This is an optimization exercise on Yosys and OpenROAD, whose aim is small area and a short achievable clock period, not a production implementation. No activity file was given, so power comes from the tool's default toggle rates.

==> yarrow <==
Design mips, start of the top module:
module mips(
    input  wire        clk, reset,
    output wire [31:0] pc,
    input  wire [31:0] instruction,
    output wire        mem_write,
    output wire [31:0] writeData,
    input  wire [31:0] readData,
    output wire [31:0] Result
);
export LEC_CHECK = 0
export CAP_MARGIN = 20
export CORE_MARGIN = 2
export CORE_UTILIZATION = 40
export SETUP_SLACK_MARGIN = 2.5
export SLEW_MARGIN = 20
export SYNTH_HIERARCHICAL = 1
export SYNTH_MINIMUM_KEEP_SIZE = 0
create_clock -name core_clock -period 10.0 [get_ports {clk}]
standard.sh (not shown) runs the stock make flow with config.mk's settings and CLKGATE_MAP_FILE= SYNTH_SCRIPT=/design/flow/synth_recipe.tcl, a recipe that flattens the netlist after the stock synthesis.
==> flow/flow/run.sh <==
#!/bin/bash
# The standard layout (standard synthesis unchanged), with three changes:
# the resizer may swap cells of any footprint, non-critical gates are
# downsized after global routing, and ports get small buffers that the
# resizer upsizes where timing needs it. make's full output goes to make.log;
# every step's own log stays under orfs/logs.
set -euo pipefail
bash standard.sh MATCH_CELL_FOOTPRINT=0 RECOVER_POWER=100 \
    "BUFFER_PORTS_ARGS=-buffer_cell sky130_fd_sc_hd__buf_1" finish > make.log 2>&1
==> indigo (differences from yarrow) <==
--- a/flow/design.v
+++ b/flow/design.v
@@ -1,16 +1,21 @@
-module ks_addr(input wire [31:0] a, b, output wire [31:0] s);
+module ks32 #(parameter HAS_CIN = 0)
+            (input wire [31:0] a, b, input wire cin, output wire [31:0] s, output wire co);
 wire [31:0] x;
 wire [31:0] g0, t0, g1, t1, g2, t2, g3, t3, g4, t4, g5;
 genvar i;
 generate
     for (i = 0; i < 32; i = i + 1) begin : l0
         c_xor2  ux (.a(a[i]), .b(b[i]), .y(x[i]));
-        c_nand2 ug (.a(a[i]), .b(b[i]), .y(g0[i]));
+        if (i == 0 && HAS_CIN) begin : gc
+            c_majn ug (.a(a[i]), .b(b[i]), .c(cin), .y(g0[i]));
+        end else begin : gg
+            c_nand2 ug (.a(a[i]), .b(b[i]), .y(g0[i]));
+        end
         c_nor2  ut (.a(a[i]), .b(b[i]), .y(t0[i]));
     end
     for (i = 0; i < 32; i = i + 1) begin : l1
         if (i < 1) begin : p
             c_inv ug (.a(g0[i]), .y(g1[i]));
         end else begin : c
             c_o21ai ug (.a1(t0[i]), .a2(g0[i-1]), .b1(g0[i]), .y(g1[i]));
             if (i >= 2) begin : tt
@@ -50,19 +55,90 @@
     end
     for (i = 0; i < 32; i = i + 1) begin : l5
         if (i < 16) begin : p
             c_inv ug (.a(g4[i]), .y(g5[i]));
         end else begin : c
             c_o21ai ug (.a1(t4[i]), .a2(g4[i-16]), .b1(g4[i]), .y(g5[i]));
         end
     end
+    if (HAS_CIN) begin : s0c
+        c_xor2 us (.a(x[0]), .b(cin), .y(s[0]));
+    end else begin : s0
+        assign s[0] = x[0];
+    end
+    assign co = g5[31];
+    for (i = 1; i < 32; i = i + 1) begin : sm
+        c_xor2 us (.a(x[i]), .b(g5[i-1]), .y(s[i]));
+    end
+endgenerate
+endmodule
+module eq32(input wire [31:0] a, b, output wire y);
+assign y = (a == b);
+endmodule
+module ks32h(input wire [31:0] al0, al1, a, b, bl, output wire [31:0] s);
+wire [31:0] x;
+wire [31:0] g0, t0, g1, t1, g2, t2, g3, t3, g4, t4, g5;
+genvar i;
+generate
+    for (i = 0; i < 32; i = i + 1) begin : l0
+        c_xor2  ux (.a(a[i]), .b(b[i]), .y(x[i]));
+        c_a21oi ug (.a1(al0[i]), .a2(al1[i]), .b1(bl[i]), .y(g0[i]));
+        c_nand3 ut (.a(al0[i]), .b(al1[i]), .c(bl[i]), .y(t0[i]));
+    end
+    for (i = 0; i < 32; i = i + 1) begin : l1
+        if (i < 1) begin : p
+            c_inv ug (.a(g0[i]), .y(g1[i]));
+        end else begin : c
+            c_a21oi ug (.a1(t0[i]), .a2(g0[i-1]), .b1(g0[i]), .y(g1[i]));
+            if (i >= 2) begin : tt
+                c_nand2 ut (.a(t0[i]), .b(t0[i-1]), .y(t1[i]));
+            end
+        end
+    end
+    for (i = 0; i < 32; i = i + 1) begin : l2
+        if (i < 2) begin : p
+            c_inv ug (.a(g1[i]), .y(g2[i]));
+        end else begin : c
+            c_o21ai ug (.a1(t1[i]), .a2(g1[i-2]), .b1(g1[i]), .y(g2[i]));
+            if (i >= 4) begin : tt
+                c_nor2 ut (.a(t1[i]), .b(t1[i-2]), .y(t2[i]));
+            end
+        end
+    end
+    for (i = 0; i < 32; i = i + 1) begin : l3
+        if (i < 4) begin : p
+            c_inv ug (.a(g2[i]), .y(g3[i]));
+        end else begin : c
+            c_a21oi ug (.a1(t2[i]), .a2(g2[i-4]), .b1(g2[i]), .y(g3[i]));
+            if (i >= 8) begin : tt
+                c_nand2 ut (.a(t2[i]), .b(t2[i-4]), .y(t3[i]));
+            end
+        end
+    end
+    for (i = 0; i < 32; i = i + 1) begin : l4
+        if (i < 8) begin : p
+            c_inv ug (.a(g3[i]), .y(g4[i]));
+        end else begin : c
+            c_o21ai ug (.a1(t3[i]), .a2(g3[i-8]), .b1(g3[i]), .y(g4[i]));
+            if (i >= 16) begin : tt
+                c_nor2 ut (.a(t3[i]), .b(t3[i-8]), .y(t4[i]));
+            end
+        end
+    end
+    for (i = 0; i < 32; i = i + 1) begin : l5
+        if (i < 16) begin : p
+            c_inv ug (.a(g4[i]), .y(g5[i]));
+        end else begin : c
+            c_a21oi ug (.a1(t4[i]), .a2(g4[i-16]), .b1(g4[i]), .y(g5[i]));
+        end
+    end
     assign s[0] = x[0];
     for (i = 1; i < 32; i = i + 1) begin : sm
-        c_xor2 us (.a(x[i]), .b(g5[i-1]), .y(s[i]));
+        c_xnor2 us (.a(x[i]), .b(g5[i-1]), .y(s[i]));
     end
 endgenerate
 endmodule
 module mips(
     input  wire        clk, reset,
     output wire [31:0] pc,
     input  wire [31:0] instruction,
     output wire        mem_write,
@@ -84,35 +160,36 @@
 wire is_sw   =  op[5] &  op[3];                      
 wire is_iop  = ~op[5] &  op[3];                      
 wire is_addi = is_iop & ~op[2];                      
 wire is_ori  = is_iop &  op[2] & ~op[1];             
 wire is_lui  = is_iop &  op[1];                      
 wire is_alur = is_r & fn[5];                         
 wire is_jr   = is_r & ~fn[5];                        
 reg  [31:0] rf [1:31];
-wire [31:0] rs_v, rt_v;
+wire [31:0] rs_v, rt_v, rs_a, rt_a, rs_l0, rs_l1;
 wire [32*31-1:0] rf_flat;
 genvar g;
 generate
     for (g = 1; g < 32; g = g + 1) begin : flat
         assign rf_flat[32*(g-1) +: 32] = rf[g];
     end
 endgenerate
-rport p1 (.ra(ra1), .d(rf_flat), .y(rs_v));
-rport p2 (.ra(ra2), .d(rf_flat), .y(rt_v));
+rport p1 (.ra(ra1), .d(rf_flat), .y(rs_v), .ya(rs_a), .yl0(rs_l0), .yl1(rs_l1));
+rport p2 (.ra(ra2), .d(rf_flat), .y(rt_v), .ya(rt_a), .yl0(), .yl1());
 integer i;
 wire [31:0] immx = is_r ? 32'd4 : {{16{imm[15]}}, imm};
 wire [31:0] addr;
-ks_addr aadd (.a(rs_v), .b(immx), .s(addr));
-wire        sub  = fn[1] | is_beq;                   
+ks32h aadd (.al0(rs_l0), .al1(rs_l1), .a(rs_a), .b(immx), .bl(~immx), .s(addr));
+wire        sub  = fn[1];                            
 wire [31:0] bx   = rt_v ^ {32{sub}};
 wire [31:0] sum;
 wire        cout, pall;
-ks_add32 add (.a(rs_v), .b(bx), .cin(sub), .s(sum), .cout(cout), .pall(pall));
+ks32 #(.HAS_CIN(1)) add (.a(rs_v), .b(bx), .cin(sub), .s(sum), .co(cout));
+eq32 cmp (.a(rs_v), .b(rt_v), .y(pall));
 wire        ltu  = ~cout;
 wire [31:0] lb  = is_ori ? {16'd0, imm} : rt_v;
 wire s_sum  = is_alur & ~fn[2] & ~fn[3];            
 wire s_and  = is_alur & fn[2] & ~fn[0];
 wire s_or   = (is_alur & fn[2] & fn[0]) | is_ori;
 wire s_slt  = is_alur & fn[3];
 wire [31:0] wd = (addr & {32{is_addi}})
                | (sum & {32{s_sum}})
@@ -135,79 +212,68 @@
                     : is_jr ? addr
                     : taken ? {pcbr, 2'b00}
                     :         {pc4, 2'b00};
 always @(posedge clk, posedge reset)
     if (reset) pc_q <= 32'd0;
     else       pc_q <= pc_next;
 assign pc        = pc_q;
 assign mem_write = is_sw;
-assign writeData = rt_v;
+assign writeData = rt_a;
 assign Result    = addr;
-endmodule
-module ks_add32(input wire [31:0] a, b, input wire cin,
-                output wire [31:0] s, output wire cout, output wire pall);
-wire [31:0] p0 = a ^ b;
-wire [31:0] g0 = (a & b) | {31'd0, p0[0] & cin};
-wire [31:0] g1, p1, g2, p2, g3, p3, g4, p4, g5, p5;
-assign g1 = g0 | (p0 & {g0[30:0], 1'b0});
-assign p1 = p0 & {p0[30:0], 1'b1};
-assign g2 = g1 | (p1 & {g1[29:0], 2'b0});
-assign p2 = p1 & {p1[29:0], 2'b11};
-assign g3 = g2 | (p2 & {g2[27:0], 4'b0});
-assign p3 = p2 & {p2[27:0], 4'hf};
-assign g4 = g3 | (p3 & {g3[23:0], 8'b0});
-assign p4 = p3 & {p3[23:0], 8'hff};
-assign g5 = g4 | (p4 & {g4[15:0], 16'b0});
-assign p5 = p4 & {p4[15:0], 16'hffff};
-assign s    = p0 ^ {g5[30:0], cin};
-assign cout = g5[31];
-assign pall = p5[31];
 endmodule
 module c_inv   (input wire a, output wire y); assign y = ~a; endmodule
 module c_nand2 (input wire a, b, output wire y); assign y = ~(a & b); endmodule
 module c_nand3 (input wire a, b, c, output wire y); assign y = ~(a & b & c); endmodule
 module c_nand4 (input wire a, b, c, d, output wire y); assign y = ~(a & b & c & d); endmodule
 module c_nor2  (input wire a, b, output wire y); assign y = ~(a | b); endmodule
 module c_xor2  (input wire a, b, output wire y); assign y = a ^ b; endmodule
 module c_a22oi (input wire a1, a2, b1, b2, output wire y); assign y = ~((a1 & a2) | (b1 & b2)); endmodule
 module c_a21oi (input wire a1, a2, b1, output wire y); assign y = ~((a1 & a2) | b1); endmodule
 module c_o21ai (input wire a1, a2, b1, output wire y); assign y = ~((a1 | a2) & b1); endmodule
-module rport(input wire [4:0] ra, input wire [32*31-1:0] d, output wire [31:0] y);
+module c_majn  (input wire a, b, c, output wire y); assign y = ~((a & b) | (c & (a | b))); endmodule
+module c_xnor2 (input wire a, b, output wire y); assign y = ~(a ^ b); endmodule
+module rport(input wire [4:0] ra, input wire [32*31-1:0] d, output wire [31:0] y, ya, yl0, yl1);
 wire [4:0] ran;
 wire [3:0] lo_n;
 wire [7:0] hi_n;
-wire [31:0] sel;
+wire [31:1] sel, selh;
 genvar i, k;
 generate
     for (i = 0; i < 5; i = i + 1) begin : iv
         c_inv u (.a(ra[i]), .y(ran[i]));
     end
     for (i = 0; i < 4; i = i + 1) begin : lo
         c_nand2 u (.a(i[0] ? ra[0] : ran[0]), .b(i[1] ? ra[1] : ran[1]), .y(lo_n[i]));
     end
     for (i = 0; i < 8; i = i + 1) begin : hi
         c_nand3 u (.a(i[0] ? ra[2] : ran[2]), .b(i[1] ? ra[3] : ran[3]),
                    .c(i[2] ? ra[4] : ran[4]), .y(hi_n[i]));
     end
-    assign sel[0] = 1'b0;
     for (i = 1; i < 32; i = i + 1) begin : sl
-        c_nor2 u (.a(lo_n[i % 4]), .b(hi_n[i / 4]), .y(sel[i]));
+        c_nor2 ul (.a(lo_n[i % 4]), .b(hi_n[i / 4]), .y(sel[i]));
+        c_nor2 uh (.a(lo_n[i % 4]), .b(hi_n[i / 4]), .y(selh[i]));
     end
     for (k = 0; k < 32; k = k + 1) begin : bt
         wire [3:0]  q;    
         wire [1:0]  r;    
         for (i = 0; i < 3; i = i + 1) begin : g8
             aor8 u (.d({d[32*(8*i+7)+k], d[32*(8*i+6)+k], d[32*(8*i+5)+k], d[32*(8*i+4)+k],
                         d[32*(8*i+3)+k], d[32*(8*i+2)+k], d[32*(8*i+1)+k], d[32*(8*i)+k]}),
-                    .s(sel[8*i+8:8*i+1]), .y(q[i]));
-        end
-        aor8 u3 (.d({1'b0, d[32*30+k], d[32*29+k], d[32*28+k], d[32*27+k], d[32*26+k], d[32*25+k], d[32*24+k]}),
-                 .s({1'b0, sel[31:25]}), .y(q[3]));
+                    .s(k < 16 ? sel[8*i+8:8*i+1] : selh[8*i+8:8*i+1]), .y(q[i]));
+        end
+        aor7 u3 (.d({d[32*30+k], d[32*29+k], d[32*28+k], d[32*27+k], d[32*26+k], d[32*25+k], d[32*24+k]}),
+                 .s(k < 16 ? sel[31:25] : selh[31:25]), .y(q[3]));
         c_nor2  u16a (.a(q[0]), .b(q[1]), .y(r[0]));
         c_nor2  u16b (.a(q[2]), .b(q[3]), .y(r[1]));
         c_nand2 uo   (.a(r[0]), .b(r[1]), .y(y[k]));
+        c_nand2 uoa  (.a(r[0]), .b(r[1]), .y(ya[k]));
+        assign yl0[k] = r[0];
+        assign yl1[k] = r[1];
     end
 endgenerate
 endmodule
 module aor8(input wire [7:0] d, s, output wire y);
 assign y = |(d & s);
 endmodule
+module aor7(input wire [6:0] d, s, output wire y);
+assign y = |(d & s);
+endmodule
==> flow/flow/run.sh (replaced) <==
#!/bin/bash
# The standard layout (standard synthesis unchanged), with two changes:
# the resizer may swap cells of any footprint, and ports get small buffers
# that the resizer upsizes where timing needs it. make's full output goes to make.log;
# every step's own log stays under orfs/logs.
set -euo pipefail
bash standard.sh MATCH_CELL_FOOTPRINT=0 \
    "BUFFER_PORTS_ARGS=-buffer_cell sky130_fd_sc_hd__buf_1" finish > make.log 2>&1
- CTS_CLUSTER_DIAMETER: default -> 80
- CTS_CLUSTER_SIZE: default -> 24
- SETUP_SLACK_MARGIN: 2.5 -> 3.5
==> qor summary <==
quantity                                                                                       yarrow                     indigo
Critical Path End                                                                           rf[4][31]                 Result[21]
Area fraction in compound gates after synthesis                                                 21.9%                      22.1%
Final Routed Wirelength                                                                     214000 um                  215000 um
Int Power                                                                                   0.00798 W                  0.00703 W
Proportion of cell area occupied by multi-input gates                                           34.9%                      37.4%
Area share of the leading cell type in the synthesized netlist                                  59.1%                      58.2%
Number of non-filler instances in the completed layout                                           6450                       6522
Fraction of synthesized area in multiplexers                                                  0.0794%                     0.352%
Most frequent standard cell in the layout excluding fill and tap cells       sky130_fd_sc_hd__a22oi_1  sky130_fd_sc_hd__edfxtp_1
Maximum vdd drop                                                                               147 uV                     145 uV
First-pass GRT wire length                                                                  295000 um                  290000 um
Sw Pwr                                                                                      0.00383 W                  0.00376 W
DRT met1 WL                                                                                  77900 um                   81800 um
Arrival time of data at the critical path endpoint                                            9190 ps                    5340 ps
Met1 demand-to-capacity share in global routing                                                 42.1%                      42.1%
Nonclk buf count                                                                                  432                        527
# Max-Cap Violations                                                                               40                          0
Slew at the pin closest to its max-slew limit                                                 2870 ps                    1090 ps
Critical R2R Launch                                                                          rf[6][0]                    pc_q[8]
PnR worst setup slack                                                                         1150 ps                    2660 ps
Result of the run                                                          complete, but fails checks   timing/DRC/antenna clean
Reasons for failing layout checks                                       capacitance limit, slew limit                          -
Clock-pin slew on the worst setup and hold paths                                                60 ps                     100 ps
Share of power burned in the clock network                                                      32.0%                      22.2%
Largest net degree at the start of global routing                                                  44                         42
Filler instances                                                                                11172                      11378
Average wire length per cell after detail routing                                             33.2 um                    32.9 um
Count of cell types in the netlist                                                                 88                         77
No functional check of the RTL was part of any run of this note.

[what the ideal ports hide]
The flow's constraints put no driver on any port. The routed layouts listed below were extracted and timed again, unchanged, in two steps.
Step 1 (the two cells are an assumption about what drives the block):
set clk [get_ports {clk}]
set_driving_cell -lib_cell sky130_fd_sc_hd__clkbuf_16 $clk
set_driving_cell -lib_cell sky130_fd_sc_hd__buf_2 [delete_from_list [all_inputs] $clk]
Step 2 also shifts input and output timing later by t, the mid clock arrival at the registers, as if the neighbouring blocks saw the same clock.
Slacks: ideal ports / drivers / drivers and shift; pairs: ideal ports / drivers.
| run | shift t [ns] | setup WS [ns] | worst setup path at the end | worst slew at a driven data input, ns |
|---|---|---|---|---|
| yarrow | 0.748 | 1.152 / 1.199 / 0.451 | input to register | 0.09 |
| indigo | 0.738 | 2.655 / 2.569 / 2.569 | input to output | 0.13 |
For yarrow, which loses most, drivers alone change the setup slack by +0.047 ns; drivers and shift together by -0.701 ns.
